This design comes from an exercise in tuning for a short achievable clock period and few clock cycles on the open sky130 flow, not from production work. Function was checked by simulation only, so behaviour that the tests miss may differ from the original.

==> indigo <==
==> flow/design.v <==
module rv32i_core (
    input               clk,
    input               rst,
    output logic [13:0] imem_addr,
    input        [31:0] imem_rdata,
    output logic [13:0] dmem_addr,
    output logic [3:0]  dmem_web,
    output logic [31:0] dmem_wdata,
    input        [31:0] dmem_rdata
);
localparam bit STATIC_PRED = 1'b1;
logic [31:0] pc_f;
logic        btb_v   [0:15];
logic [9:0]  btb_tag [0:15];
logic [31:0] btb_tgt [0:15];
logic [1:0]  btb_ctr [0:15];
logic        u_en;
logic [3:0]  u_idx;
logic [9:0]  u_tag;
logic [31:0] u_tgt;
logic [1:0]  u_ctr;
logic        d_valid, d_hold, d_pt, d_hit;
logic [1:0]  d_ctr;
logic [31:0] d_pc, d_ptgt, d_ins;
logic        e_valid, e_pt, e_hit;
logic [1:0]  e_ctr;
logic [31:0] e_ptgt, e_imm, e_rs1v, e_rs2v, e_bop, e_tgt, e_link;
logic        e_wen, e_ld, e_st, e_br, e_jal, e_jalr, e_ctrl, e_sub, e_sra, e_misnb;
logic        e_beq, e_bne, e_blt, e_bge, e_bltu, e_bgeu;
logic [4:0]  e_rd;
logic [3:0]  e_tag_lo;
logic [9:0]  e_tag_hi;
logic [2:0]  e_f3;
logic        e_r_add, e_r_sll, e_r_sr, e_r_slt, e_r_sltu, e_r_xor, e_r_or, e_r_and,
             e_r_imm, e_r_tgt, e_r_link;
logic        m_wen, m_ld, m_chk, m_force;
logic [4:0]  m_rd;
logic [2:0]  m_f3;
logic [1:0]  m_alo;
logic [31:0] m_res, m_atgt, m_ptgt;
logic        w_wen, w_ld;
logic [4:0]  w_rd;
logic [2:0]  w_f3;
logic [1:0]  w_alo;
logic [31:0] w_res;
logic [31:0] rf [1:31];
logic redirect_M, redirect_E, stall_D, redirect_D;
assign imem_addr = pc_f[15:2];
wire [3:0]  f_idx  = pc_f[5:2];
wire        f_hit  = btb_v[f_idx] && (btb_tag[f_idx] == pc_f[15:6]);
wire [1:0]  f_ctr  = btb_ctr[f_idx];
wire [31:0] f_btgt = btb_tgt[f_idx];
wire        f_pt   = f_hit && f_ctr[1];
wire [31:0] ins = d_hold ? d_ins : imem_rdata;
wire [4:0]  op  = ins[6:2];
wire [4:0]  rd  = ins[11:7];
wire [2:0]  f3  = ins[14:12];
wire [4:0]  rs1 = ins[19:15];
wire [4:0]  rs2 = ins[24:20];
wire is_lui   = (op == 5'b01101);
wire is_auipc = (op == 5'b00101);
wire is_jal   = (op == 5'b11011);
wire is_jalr  = (op == 5'b11001);
wire is_br    = (op == 5'b11000);
wire is_ld    = (op == 5'b00000);
wire is_st    = (op == 5'b01000);
wire is_opi   = (op == 5'b00100);
wire is_op    = (op == 5'b01100);
wire is_alu   = is_op | is_opi;
wire d_rdw   = (is_lui | is_auipc | is_jal | is_jalr | is_ld | is_opi | is_op) & (rd != 5'd0);
wire use_rs1 = is_jalr | is_br | is_ld | is_st | is_opi | is_op;
wire use_rs2 = is_br | is_st | is_op;
wire d_opimm = ~is_op & ~is_br;
logic [31:0] d_imm;
always_comb begin
  if (is_st)
    d_imm = {{21{ins[31]}}, ins[30:25], ins[11:7]};
  else if (is_br)
    d_imm = {{20{ins[31]}}, ins[7], ins[30:25], ins[11:8], 1'b0};
  else if (is_lui | is_auipc)
    d_imm = {ins[31:12], 12'b0};
  else if (is_jal)
    d_imm = {{12{ins[31]}}, ins[19:12], ins[20], ins[30:21], 1'b0};
  else
    d_imm = {{21{ins[31]}}, ins[30:20]};
end
wire [31:0] d_tgt = d_pc + d_imm;
wire [31:0] rf_a = (rs1 == 5'd0) ? 32'd0 : rf[rs1];
wire [31:0] rf_b = (rs2 == 5'd0) ? 32'd0 : rf[rs2];
wire a_e = e_wen & (e_rd == rs1);
wire a_m = ~a_e & m_wen & (m_rd == rs1);
wire a_w = ~a_e & ~a_m & w_wen & (w_rd == rs1);
wire a_r = ~a_e & ~a_m & ~a_w;
wire b_e = e_wen & (e_rd == rs2);
wire b_m = ~b_e & m_wen & (m_rd == rs2);
wire b_w = ~b_e & ~b_m & w_wen & (w_rd == rs2);
wire b_r = ~b_e & ~b_m & ~b_w;
wire lu_e = e_ld & e_wen & ((use_rs1 & (e_rd == rs1)) | (use_rs2 & (e_rd == rs2)));
wire lu_m = m_ld & m_wen & ((use_rs1 & (m_rd == rs1)) | (use_rs2 & (m_rd == rs2)));
wire [31:0] fa  = e_rs1v;
wire [31:0] fb  = e_rs2v;
wire [31:0] bop = e_bop;
wire [32:0] sum33 = {1'b0, fa} + {1'b0, bop ^ {32{e_sub}}} + {32'd0, e_sub};
wire [31:0] sum   = sum33[31:0];
wire        sltu  = ~sum33[32];
wire        slt   = (fa[31] ^ bop[31]) ? fa[31] : sltu;
wire [4:0]  sh    = bop[4:0];
wire [31:0] sll   = fa << sh;
wire [31:0] srx   = $signed({e_sra & fa[31], fa}) >>> sh;
wire [31:0] jtgt  = {sum[31:1], 1'b0};
wire [31:0] e_res =
    ({32{e_r_add}}  & sum)  |
    ({32{e_r_sll}}  & sll)  |
    ({32{e_r_sr}}   & srx)  |
    ({32{e_r_slt}}  & {31'd0, slt})  |
    ({32{e_r_sltu}} & {31'd0, sltu}) |
    ({32{e_r_xor}}  & (fa ^ bop)) |
    ({32{e_r_or}}   & (fa | bop)) |
    ({32{e_r_and}}  & (fa & bop)) |
    ({32{e_r_imm}}  & e_imm) |
    ({32{e_r_tgt}}  & e_tgt) |
    ({32{e_r_link}} & e_link);
wire [32:0] cmp33 = {1'b0, fa} + {1'b0, ~fb} + 33'd1;
wire c_eq  = (fa == fb);
wire c_ltu = ~cmp33[32];
wire c_lt  = (fa[31] ^ fb[31]) ? fa[31] : c_ltu;
wire cond  = (e_beq & c_eq) | (e_bne & ~c_eq) | (e_blt & c_lt) | (e_bge & ~c_lt) |
             (e_bltu & c_ltu) | (e_bgeu & ~c_ltu);
wire e_taken = e_jal | e_jalr | cond;
wire e_mis   = e_br ? (cond ^ e_pt) : e_misnb;
wire [31:0] e_rtgt = e_pt ? e_link : e_tgt;
wire [31:0] e_atgt = e_jalr ? jtgt : e_tgt;
assign redirect_M = m_force | (m_chk & (m_atgt != m_ptgt));
assign redirect_E = e_valid & e_mis & ~redirect_M;
assign stall_D    = d_valid & (lu_e | lu_m) & ~redirect_E & ~redirect_M;
assign redirect_D = STATIC_PRED & d_valid & ~d_pt & (is_jal | (is_br & ins[31])) &
                    ~(lu_e | lu_m) & ~redirect_E & ~redirect_M;
wire   d_ptk      = d_pt | redirect_D;
wire [31:0] ld_sh = dmem_rdata >> {w_alo, 3'b000};
logic [31:0] ld_val;
always_comb begin
  case (w_f3)
    3'b000:  ld_val = {{24{ld_sh[7]}}, ld_sh[7:0]};
    3'b001:  ld_val = {{16{ld_sh[15]}}, ld_sh[15:0]};
    3'b100:  ld_val = {24'd0, ld_sh[7:0]};
    3'b101:  ld_val = {16'd0, ld_sh[15:0]};
    default: ld_val = dmem_rdata;
  endcase
end
wire [31:0] wb_data = w_ld ? ld_val : w_res;
wire [31:0] fwd_a = ({32{a_e}} & e_res) | ({32{a_m}} & m_res) | ({32{a_w}} & wb_data) | ({32{a_r}} & rf_a);
wire [31:0] fwd_b = ({32{b_e}} & e_res) | ({32{b_m}} & m_res) | ({32{b_w}} & wb_data) | ({32{b_r}} & rf_b);
always_ff @(posedge clk) begin
  if (rst)
    pc_f <= 32'd0;
  else if (redirect_M)
    pc_f <= m_atgt;
  else if (redirect_E)
    pc_f <= e_rtgt;
  else if (stall_D)
    pc_f <= pc_f;
  else if (redirect_D)
    pc_f <= d_tgt;
  else if (f_pt)
    pc_f <= f_btgt;
  else
    pc_f <= pc_f + 32'd4;
end
always_ff @(posedge clk) begin
  if (rst) begin
    d_valid <= 1'b0;
    d_hold  <= 1'b0;
  end else begin
    d_valid <= ~(redirect_M | redirect_E | redirect_D);
    d_hold  <= stall_D;
  end
  d_ins <= ins;
  if (!stall_D) begin
    d_pc   <= pc_f;
    d_pt   <= f_pt;
    d_hit  <= f_hit;
    d_ctr  <= f_ctr;
    d_ptgt <= f_btgt;
  end
end
wire d_go = d_valid & ~redirect_E & ~redirect_M & ~stall_D;
always_ff @(posedge clk) begin
  if (rst) begin
    e_valid <= 1'b0;
    e_wen   <= 1'b0;
    e_ld    <= 1'b0;
    e_st    <= 1'b0;
  end else begin
    e_valid <= d_go;
    e_wen   <= d_go & d_rdw;
    e_ld    <= d_go & is_ld;
    e_st    <= d_go & is_st;
  end
  e_tag_lo <= d_pc[5:2];
  e_tag_hi <= d_pc[15:6];
  e_pt    <= d_ptk;
  e_hit   <= d_hit;
  e_ctr   <= d_ctr;
  e_ptgt  <= redirect_D ? d_tgt : d_ptgt;
  e_imm   <= d_imm;
  e_tgt   <= d_tgt;
  e_link  <= d_pc + 32'd4;
  e_rs1v  <= fwd_a;
  e_rs2v  <= fwd_b;
  e_bop   <= d_opimm ? d_imm : fwd_b;
  e_rd    <= rd;
  e_f3    <= f3;
  e_br    <= is_br;
  e_jal   <= is_jal;
  e_jalr  <= is_jalr;
  e_ctrl  <= is_br | is_jal | is_jalr;
  e_misnb <= is_jal ? ~d_ptk : (~is_br & ~is_jalr & d_ptk);
  e_beq   <= is_br & (f3 == 3'b000);
  e_bne   <= is_br & (f3 == 3'b001);
  e_blt   <= is_br & (f3 == 3'b100);
  e_bge   <= is_br & (f3 == 3'b101);
  e_bltu  <= is_br & (f3 == 3'b110);
  e_bgeu  <= is_br & (f3 == 3'b111);
  e_sub   <= (is_op & ins[30] & (f3 == 3'b000)) | (is_alu & (f3[2:1] == 2'b01));
  e_sra   <= ins[30];
  e_r_add  <= (is_alu & (f3 == 3'b000)) | is_ld | is_st;
  e_r_sll  <= is_alu & (f3 == 3'b001);
  e_r_slt  <= is_alu & (f3 == 3'b010);
  e_r_sltu <= is_alu & (f3 == 3'b011);
  e_r_xor  <= is_alu & (f3 == 3'b100);
  e_r_sr   <= is_alu & (f3 == 3'b101);
  e_r_or   <= is_alu & (f3 == 3'b110);
  e_r_and  <= is_alu & (f3 == 3'b111);
  e_r_imm  <= is_lui;
  e_r_tgt  <= is_auipc;
  e_r_link <= is_jal | is_jalr;
end
wire e_go = e_valid & ~redirect_M;
always_ff @(posedge clk) begin
  if (rst) begin
    m_wen    <= 1'b0;
    m_ld     <= 1'b0;
    m_chk    <= 1'b0;
    m_force  <= 1'b0;
    dmem_web <= 4'hF;
  end else begin
    m_wen   <= e_wen & ~redirect_M;
    m_ld    <= e_ld & ~redirect_M;
    m_chk   <= e_go & e_pt & e_taken;
    m_force <= e_go & e_jalr & ~e_pt;
    if (e_st & ~redirect_M)
      case (e_f3[1:0])
        2'b00:   dmem_web <= ~(4'b0001 << sum[1:0]);
        2'b01:   dmem_web <= sum[1] ? 4'b0011 : 4'b1100;
        default: dmem_web <= 4'b0000;
      endcase
    else
      dmem_web <= 4'hF;
  end
  m_rd    <= e_rd;
  m_f3    <= e_f3;
  m_alo   <= sum[1:0];
  m_res   <= e_res;
  m_atgt  <= e_atgt;
  m_ptgt  <= e_ptgt;
  dmem_addr <= sum[15:2];
  case (e_f3[1:0])
    2'b00:   dmem_wdata <= {4{fb[7:0]}};
    2'b01:   dmem_wdata <= {2{fb[15:0]}};
    default: dmem_wdata <= fb;
  endcase
end
always_ff @(posedge clk) begin
  if (rst) begin
    w_wen <= 1'b0;
    w_ld  <= 1'b0;
  end else begin
    w_wen <= m_wen;
    w_ld  <= m_ld;
  end
  w_rd  <= m_rd;
  w_f3  <= m_f3;
  w_alo <= m_alo;
  w_res <= m_res;
end
always_ff @(posedge clk) begin
  if (w_wen)
    rf[w_rd] <= wb_data;
end
always_ff @(posedge clk) begin
  if (rst)
    u_en <= 1'b0;
  else
    u_en <= e_go & e_ctrl & (e_taken | e_hit);
  u_idx <= e_tag_lo;
  u_tag <= e_tag_hi;
  u_tgt <= e_taken ? e_atgt : e_ptgt;
  if (e_taken)
    u_ctr <= ~e_hit ? 2'b11 : (e_ctr == 2'b11) ? 2'b11 : e_ctr + 2'b01;
  else
    u_ctr <= (e_ctr == 2'b00) ? 2'b00 : e_ctr - 2'b01;
end
always_ff @(posedge clk) begin
  for (int i = 0; i < 16; i++) begin
    if (rst)
      btb_v[i] <= 1'b0;
    else if (u_en && u_idx == i[3:0])
      btb_v[i] <= 1'b1;
    if (u_en && u_idx == i[3:0]) begin
      btb_tag[i] <= u_tag;
      btb_tgt[i] <= u_tgt;
      btb_ctr[i] <= u_ctr;
    end
  end
end
endmodule  
==> flow/flow/run.sh <==
#!/bin/bash
set -euo pipefail
bash standard.sh SETUP_SLACK_MARGIN=6.5 finish > standard_flow.log 2>&1
==> flow/standard.sh <==
#!/bin/bash
# synth_recipe.tcl (not shown) runs the flow's synth.tcl, then flattens the netlist and writes it again
# the make line also repeats each setting of config.mk as NAME=value (left out here)
make -C /OpenROAD-flow-scripts/flow DESIGN_CONFIG=/design/flow/config.mk WORK_HOME=/design/flow/orfs CLKGATE_MAP_FILE= SYNTH_SCRIPT=/design/flow/synth_recipe.tcl "${@:-finish}"
==> flow/config.mk <==
export PLATFORM = sky130hd
export DESIGN_NAME = rv32i_core
export DESIGN_NICKNAME = rv32i_core
export VERILOG_FILES = /design/flow/design.v
export SDC_FILE = /design/flow/constraint.sdc
export NUM_CORES = 4
export LEC_CHECK = 0
export CAP_MARGIN = 20
export CORE_MARGIN = 2
export CORE_UTILIZATION = 40
export PLACE_DENSITY = 0.6
export SLEW_MARGIN = 20
export TNS_END_PERCENT = 100
==> flow/constraint.sdc <==
create_clock -name core_clock -period 10.0 [get_ports {clk}]
set_input_delay 2.0000 -clock core_clock [delete_from_list [all_inputs] [get_ports {clk}]]
set_output_delay 2.0000 -clock core_clock [all_outputs]
set_load 0.01 [all_outputs]
==> inputs of harbor, as changes to indigo <==
==> flow/design.v, changed modules only <==
module rv32i_core (
    input               clk,
    input               rst,
    output logic [13:0] imem_addr,
    input        [31:0] imem_rdata,
    output logic [13:0] dmem_addr,
    output logic [3:0]  dmem_web,
    output logic [31:0] dmem_wdata,
    input        [31:0] dmem_rdata
);
logic [31:0] pc_f;
logic        btb_v   [0:15];
logic [9:0]  btb_tag [0:15];
logic [31:0] btb_tgt [0:15];
logic [1:0]  btb_ctr [0:15];
logic        u_en;
logic [3:0]  u_idx;
logic [9:0]  u_tag;
logic [31:0] u_tgt;
logic [1:0]  u_ctr;
logic        d_valid, d_pt, d_hit;
logic [1:0]  d_ctr;
logic [31:0] d_pc, d_ptgt;
logic        e_valid, e_pt, e_hit;
logic [1:0]  e_ctr;
logic [31:0] e_pc, e_ptgt, e_imm, e_rs1v, e_rs2v, e_bop, e_link;
logic        e_wen, e_ld, e_st, e_br, e_jal, e_jalr, e_ctrl, e_sub, e_sra, e_misnb;
logic        e_beq, e_bne, e_blt, e_bge, e_bltu, e_bgeu;
logic [4:0]  e_rd;
logic [2:0]  e_f3;
logic        e_r_add, e_r_sll, e_r_sr, e_r_slt, e_r_sltu, e_r_xor, e_r_or, e_r_and,
             e_r_imm, e_r_tgt, e_r_link;
logic        m_wen, m_ld, m_chk, m_force;
logic [4:0]  m_rd;
logic [2:0]  m_f3;
logic [1:0]  m_alo;
logic [31:0] m_res, m_atgt, m_ptgt;
logic        w_wen, w_ld;
logic [4:0]  w_rd;
logic [2:0]  w_f3;
logic [1:0]  w_alo;
logic [31:0] w_res;
logic [31:0] rf [1:31];
logic redirect_M, redirect_E, stall_D;
assign imem_addr = pc_f[15:2];
wire [3:0]  f_idx  = pc_f[5:2];
wire        f_hit  = btb_v[f_idx] && (btb_tag[f_idx] == pc_f[15:6]);
wire [1:0]  f_ctr  = btb_ctr[f_idx];
wire [31:0] f_btgt = btb_tgt[f_idx];
wire        f_pt   = f_hit && f_ctr[1];
wire [31:0] ins = imem_rdata;
wire [4:0]  op  = ins[6:2];
wire [4:0]  rd  = ins[11:7];
wire [2:0]  f3  = ins[14:12];
wire [4:0]  rs1 = ins[19:15];
wire [4:0]  rs2 = ins[24:20];
wire is_lui   = (op == 5'b01101);
wire is_auipc = (op == 5'b00101);
wire is_jal   = (op == 5'b11011);
wire is_jalr  = (op == 5'b11001);
wire is_br    = (op == 5'b11000);
wire is_ld    = (op == 5'b00000);
wire is_st    = (op == 5'b01000);
wire is_opi   = (op == 5'b00100);
wire is_op    = (op == 5'b01100);
wire is_alu   = is_op | is_opi;
wire d_rdw   = (is_lui | is_auipc | is_jal | is_jalr | is_ld | is_opi | is_op) & (rd != 5'd0);
wire use_rs1 = is_jalr | is_br | is_ld | is_st | is_opi | is_op;
wire use_rs2 = is_br | is_st | is_op;
wire d_opimm = ~is_op & ~is_br;
logic [31:0] d_imm;
always_comb begin
  if (is_st)
    d_imm = {{21{ins[31]}}, ins[30:25], ins[11:7]};
  else if (is_br)
    d_imm = {{20{ins[31]}}, ins[7], ins[30:25], ins[11:8], 1'b0};
  else if (is_lui | is_auipc)
    d_imm = {ins[31:12], 12'b0};
  else if (is_jal)
    d_imm = {{12{ins[31]}}, ins[19:12], ins[20], ins[30:21], 1'b0};
  else
    d_imm = {{21{ins[31]}}, ins[30:20]};
end
wire [31:0] rf_a = (rs1 == 5'd0) ? 32'd0 : rf[rs1];
wire [31:0] rf_b = (rs2 == 5'd0) ? 32'd0 : rf[rs2];
wire a_e = e_wen & (e_rd == rs1);
wire a_m = ~a_e & m_wen & (m_rd == rs1);
wire a_w = ~a_e & ~a_m & w_wen & (w_rd == rs1);
wire a_r = ~a_e & ~a_m & ~a_w;
wire b_e = e_wen & (e_rd == rs2);
wire b_m = ~b_e & m_wen & (m_rd == rs2);
wire b_w = ~b_e & ~b_m & w_wen & (w_rd == rs2);
wire b_r = ~b_e & ~b_m & ~b_w;
wire o_i = d_opimm;
wire o_e = ~d_opimm & b_e;
wire o_m = ~d_opimm & b_m;
wire o_w = ~d_opimm & b_w;
wire o_r = ~d_opimm & b_r;
wire lu_e = e_ld & e_wen & ((use_rs1 & (e_rd == rs1)) | (use_rs2 & (e_rd == rs2)));
wire lu_m = m_ld & m_wen & ((use_rs1 & (m_rd == rs1)) | (use_rs2 & (m_rd == rs2)));
wire [31:0] fa  = e_rs1v;
wire [31:0] fb  = e_rs2v;
wire [31:0] bop = e_bop;
wire [32:0] sum33 = {1'b0, fa} + {1'b0, bop ^ {32{e_sub}}} + {32'd0, e_sub};
wire [31:0] sum   = sum33[31:0];
wire        sltu  = ~sum33[32];
wire        slt   = (fa[31] ^ bop[31]) ? fa[31] : sltu;
wire [4:0]  sh    = bop[4:0];
wire [31:0] sll   = fa << sh;
wire [31:0] srx   = $signed({e_sra & fa[31], fa}) >>> sh;
wire [31:0] jtgt  = {sum[31:1], 1'b0};
wire [31:0] e_tgt = e_pc + e_imm;      
wire [31:0] e_res =
    ({32{e_r_add}}  & sum)  |
    ({32{e_r_sll}}  & sll)  |
    ({32{e_r_sr}}   & srx)  |
    ({32{e_r_slt}}  & {31'd0, slt})  |
    ({32{e_r_sltu}} & {31'd0, sltu}) |
    ({32{e_r_xor}}  & (fa ^ bop)) |
    ({32{e_r_or}}   & (fa | bop)) |
    ({32{e_r_and}}  & (fa & bop)) |
    ({32{e_r_imm}}  & e_imm) |
    ({32{e_r_tgt}}  & e_tgt) |
    ({32{e_r_link}} & e_link);
wire [32:0] cmp33 = {1'b0, fa} + {1'b0, ~fb} + 33'd1;
wire c_eq  = (fa == fb);
wire c_ltu = ~cmp33[32];
wire c_lt  = (fa[31] ^ fb[31]) ? fa[31] : c_ltu;
wire cond  = (e_beq & c_eq) | (e_bne & ~c_eq) | (e_blt & c_lt) | (e_bge & ~c_lt) |
             (e_bltu & c_ltu) | (e_bgeu & ~c_ltu);
wire e_taken = e_jal | e_jalr | cond;
wire e_mis   = e_br ? (cond ^ e_pt) : e_misnb;
wire [31:0] e_rtgt = e_pt ? e_link : e_tgt;
wire [31:0] e_atgt = e_jalr ? jtgt : e_tgt;
assign redirect_M = m_force | (m_chk & (m_atgt != m_ptgt));
assign redirect_E = e_valid & e_mis;
assign stall_D    = d_valid & (lu_e | lu_m);
wire [31:0] ld_sh = dmem_rdata >> {w_alo, 3'b000};
logic [31:0] ld_val;
always_comb begin
  case (w_f3)
    3'b000:  ld_val = {{24{ld_sh[7]}}, ld_sh[7:0]};
    3'b001:  ld_val = {{16{ld_sh[15]}}, ld_sh[15:0]};
    3'b100:  ld_val = {24'd0, ld_sh[7:0]};
    3'b101:  ld_val = {16'd0, ld_sh[15:0]};
    default: ld_val = dmem_rdata;
  endcase
end
wire [31:0] wb_data = w_ld ? ld_val : w_res;
wire [31:0] fwd_a = ({32{a_e}} & e_res) | ({32{a_m}} & m_res) | ({32{a_w}} & wb_data) | ({32{a_r}} & rf_a);
wire [31:0] fwd_b = ({32{b_e}} & e_res) | ({32{b_m}} & m_res) | ({32{b_w}} & wb_data) | ({32{b_r}} & rf_b);
wire [31:0] fwd_o = ({32{o_e}} & e_res) | ({32{o_m}} & m_res) | ({32{o_w}} & wb_data) | ({32{o_r}} & rf_b) |
                    ({32{o_i}} & d_imm);
always_ff @(posedge clk) begin
  if (rst)
    pc_f <= 32'd0;
  else if (redirect_M)
    pc_f <= m_atgt;
  else if (redirect_E)
    pc_f <= e_rtgt;
  else if (stall_D)
    pc_f <= d_pc;      
  else if (f_pt)
    pc_f <= f_btgt;
  else
    pc_f <= pc_f + 32'd4;
end
always_ff @(posedge clk) begin
  if (rst)
    d_valid <= 1'b0;
  else
    d_valid <= ~(redirect_M | redirect_E | stall_D);
  d_pc   <= pc_f;
  d_pt   <= f_pt;
  d_hit  <= f_hit;
  d_ctr  <= f_ctr;
  d_ptgt <= f_btgt;
end
wire d_go = d_valid & ~redirect_E & ~redirect_M & ~stall_D;
always_ff @(posedge clk) begin
  if (rst) begin
    e_valid <= 1'b0;
    e_wen   <= 1'b0;
    e_ld    <= 1'b0;
    e_st    <= 1'b0;
  end else begin
    e_valid <= d_go;
    e_wen   <= d_go & d_rdw;
    e_ld    <= d_go & is_ld;
    e_st    <= d_go & is_st;
  end
  e_pc    <= d_pc;
  e_pt    <= d_pt;
  e_hit   <= d_hit;
  e_ctr   <= d_ctr;
  e_ptgt  <= d_ptgt;
  e_imm   <= d_imm;
  e_link  <= d_pc + 32'd4;
  e_rs1v  <= fwd_a;
  e_rs2v  <= fwd_b;
  e_bop   <= fwd_o;
  e_rd    <= rd;
  e_f3    <= f3;
  e_br    <= is_br;
  e_jal   <= is_jal;
  e_jalr  <= is_jalr;
  e_ctrl  <= is_br | is_jal | is_jalr;
  e_misnb <= is_jal ? ~d_pt : (~is_br & ~is_jalr & d_pt);
  e_beq   <= is_br & (f3 == 3'b000);
  e_bne   <= is_br & (f3 == 3'b001);
  e_blt   <= is_br & (f3 == 3'b100);
  e_bge   <= is_br & (f3 == 3'b101);
  e_bltu  <= is_br & (f3 == 3'b110);
  e_bgeu  <= is_br & (f3 == 3'b111);
  e_sub   <= (is_op & ins[30] & (f3 == 3'b000)) | (is_alu & (f3[2:1] == 2'b01));
  e_sra   <= ins[30];
  e_r_add  <= (is_alu & (f3 == 3'b000)) | is_ld | is_st;
  e_r_sll  <= is_alu & (f3 == 3'b001);
  e_r_slt  <= is_alu & (f3 == 3'b010);
  e_r_sltu <= is_alu & (f3 == 3'b011);
  e_r_xor  <= is_alu & (f3 == 3'b100);
  e_r_sr   <= is_alu & (f3 == 3'b101);
  e_r_or   <= is_alu & (f3 == 3'b110);
  e_r_and  <= is_alu & (f3 == 3'b111);
  e_r_imm  <= is_lui;
  e_r_tgt  <= is_auipc;
  e_r_link <= is_jal | is_jalr;
end
wire e_go = e_valid & ~redirect_M;
always_ff @(posedge clk) begin
  if (rst) begin
    m_wen    <= 1'b0;
    m_ld     <= 1'b0;
    m_chk    <= 1'b0;
    m_force  <= 1'b0;
    dmem_web <= 4'hF;
  end else begin
    m_wen   <= e_wen & ~redirect_M;
    m_ld    <= e_ld & ~redirect_M;
    m_chk   <= e_go & e_pt & e_taken;
    m_force <= e_go & e_jalr & ~e_pt;
    if (e_st & ~redirect_M)
      case (e_f3[1:0])
        2'b00:   dmem_web <= ~(4'b0001 << sum[1:0]);
        2'b01:   dmem_web <= sum[1] ? 4'b0011 : 4'b1100;
        default: dmem_web <= 4'b0000;
      endcase
    else
      dmem_web <= 4'hF;
  end
  m_rd    <= e_rd;
  m_f3    <= e_f3;
  m_alo   <= sum[1:0];
  m_res   <= e_res;
  m_atgt  <= e_atgt;
  m_ptgt  <= e_ptgt;
  dmem_addr <= sum[15:2];
  case (e_f3[1:0])
    2'b00:   dmem_wdata <= {4{fb[7:0]}};
    2'b01:   dmem_wdata <= {2{fb[15:0]}};
    default: dmem_wdata <= fb;
  endcase
end
always_ff @(posedge clk) begin
  if (rst) begin
    w_wen <= 1'b0;
    w_ld  <= 1'b0;
  end else begin
    w_wen <= m_wen;
    w_ld  <= m_ld;
  end
  w_rd  <= m_rd;
  w_f3  <= m_f3;
  w_alo <= m_alo;
  w_res <= m_res;
end
always_ff @(posedge clk) begin
  if (w_wen)
    rf[w_rd] <= wb_data;
end
always_ff @(posedge clk) begin
  if (rst)
    u_en <= 1'b0;
  else
    u_en <= e_go & e_ctrl & (e_taken | e_hit);
  u_idx <= e_pc[5:2];
  u_tag <= e_pc[15:6];
  u_tgt <= e_taken ? e_atgt : e_ptgt;
  if (e_taken)
    u_ctr <= ~e_hit ? 2'b11 : (e_ctr == 2'b11) ? 2'b11 : e_ctr + 2'b01;
  else
    u_ctr <= (e_ctr == 2'b00) ? 2'b00 : e_ctr - 2'b01;
end
always_ff @(posedge clk) begin
  for (int i = 0; i < 16; i++) begin
    if (rst)
      btb_v[i] <= 1'b0;
    else if (u_en && u_idx == i[3:0])
      btb_v[i] <= 1'b1;
    if (u_en && u_idx == i[3:0]) begin
      btb_tag[i] <= u_tag;
      btb_tgt[i] <= u_tgt;
      btb_ctr[i] <= u_ctr;
    end
  end
end
endmodule  
==> out/qor.yml <==
status: "complete, no violations"
finalNetCount: 10809
grt_pass1_wl_um: 666200
avgSynthCellArea_um2: 10.85
final_cell_mix: "nand2_1 (2249), edfxtp_1 (1764), nand3_1 (928)"
synth_cell_types: 97
cp-endpoint: "pc_f[30]$_SDFFE_PP0P_"
crit_fanout: 4
buffer_area_frac: 0.1029
synth_edf_count: 1764
n_clock_buffer: 337
via_per_inst: 6.601
That was indigo.
==> out/qor.yml <==
synth_edf_count: 1696
critical_path_class: "reg2reg"
finalNetCount: 7820
grt_pass1_wl_um: 548000
via_per_inst: 6.437
final_common_cell: "edfxtp_1"
buffer_area_frac: 0.09339
avgSynthCellArea_um2: 14.86
synth_cell_types: 101
n_clock_buffer: 312
cp-endpoint: "pc_f[20]$_SDFF_PP0_"
routed.top_layer: "met5"
synth_top_family_by_area: "multiplexers"
buffers: 879
status: "complete, no violations"
synth_warnings: 5
That was harbor.
Testbench counts of indigo, summed over its fixed seeds: cycles 75,716.
Testbench counts of harbor, summed over its fixed seeds: cycles 77,744.

==> what the ideal ports hide <==
How much do the figures lean on ideal ports? The routed layouts below were timed once more, with nothing changed but the port constraints. Step 1, drivers: a clkbuf_16 drives clk and a buf_2 each remaining input, both assumed. Step 2, shift: input delay + t, output delay - t, t = (earliest + latest rising clock arrival at the registers) / 2. This alone moves slack from input paths to output paths. a / b / c = ideal ports / drivers / drivers and shift; a / b = the first two.
| run | shift t [ns] | setup WS [ns] | worst hold slack (ns) | worst register clock-pin slew, ns |
|---|---|---|---|---|
| indigo | 1.010 | 4.823 / 4.860 / 3.850 | 0.323 / 0.323 / 0.323 | 0.08 / 0.08 |
| harbor | 0.986 | 6.164 / 5.918 / 4.932 | 0.291 / 0.291 / 0.291 | 0.07 / 0.07 |
After both steps setup and hold are still met in every run listed. The setup slack of harbor, which loses most, moves by -0.246 ns with the drivers and by -1.232 ns with both steps.
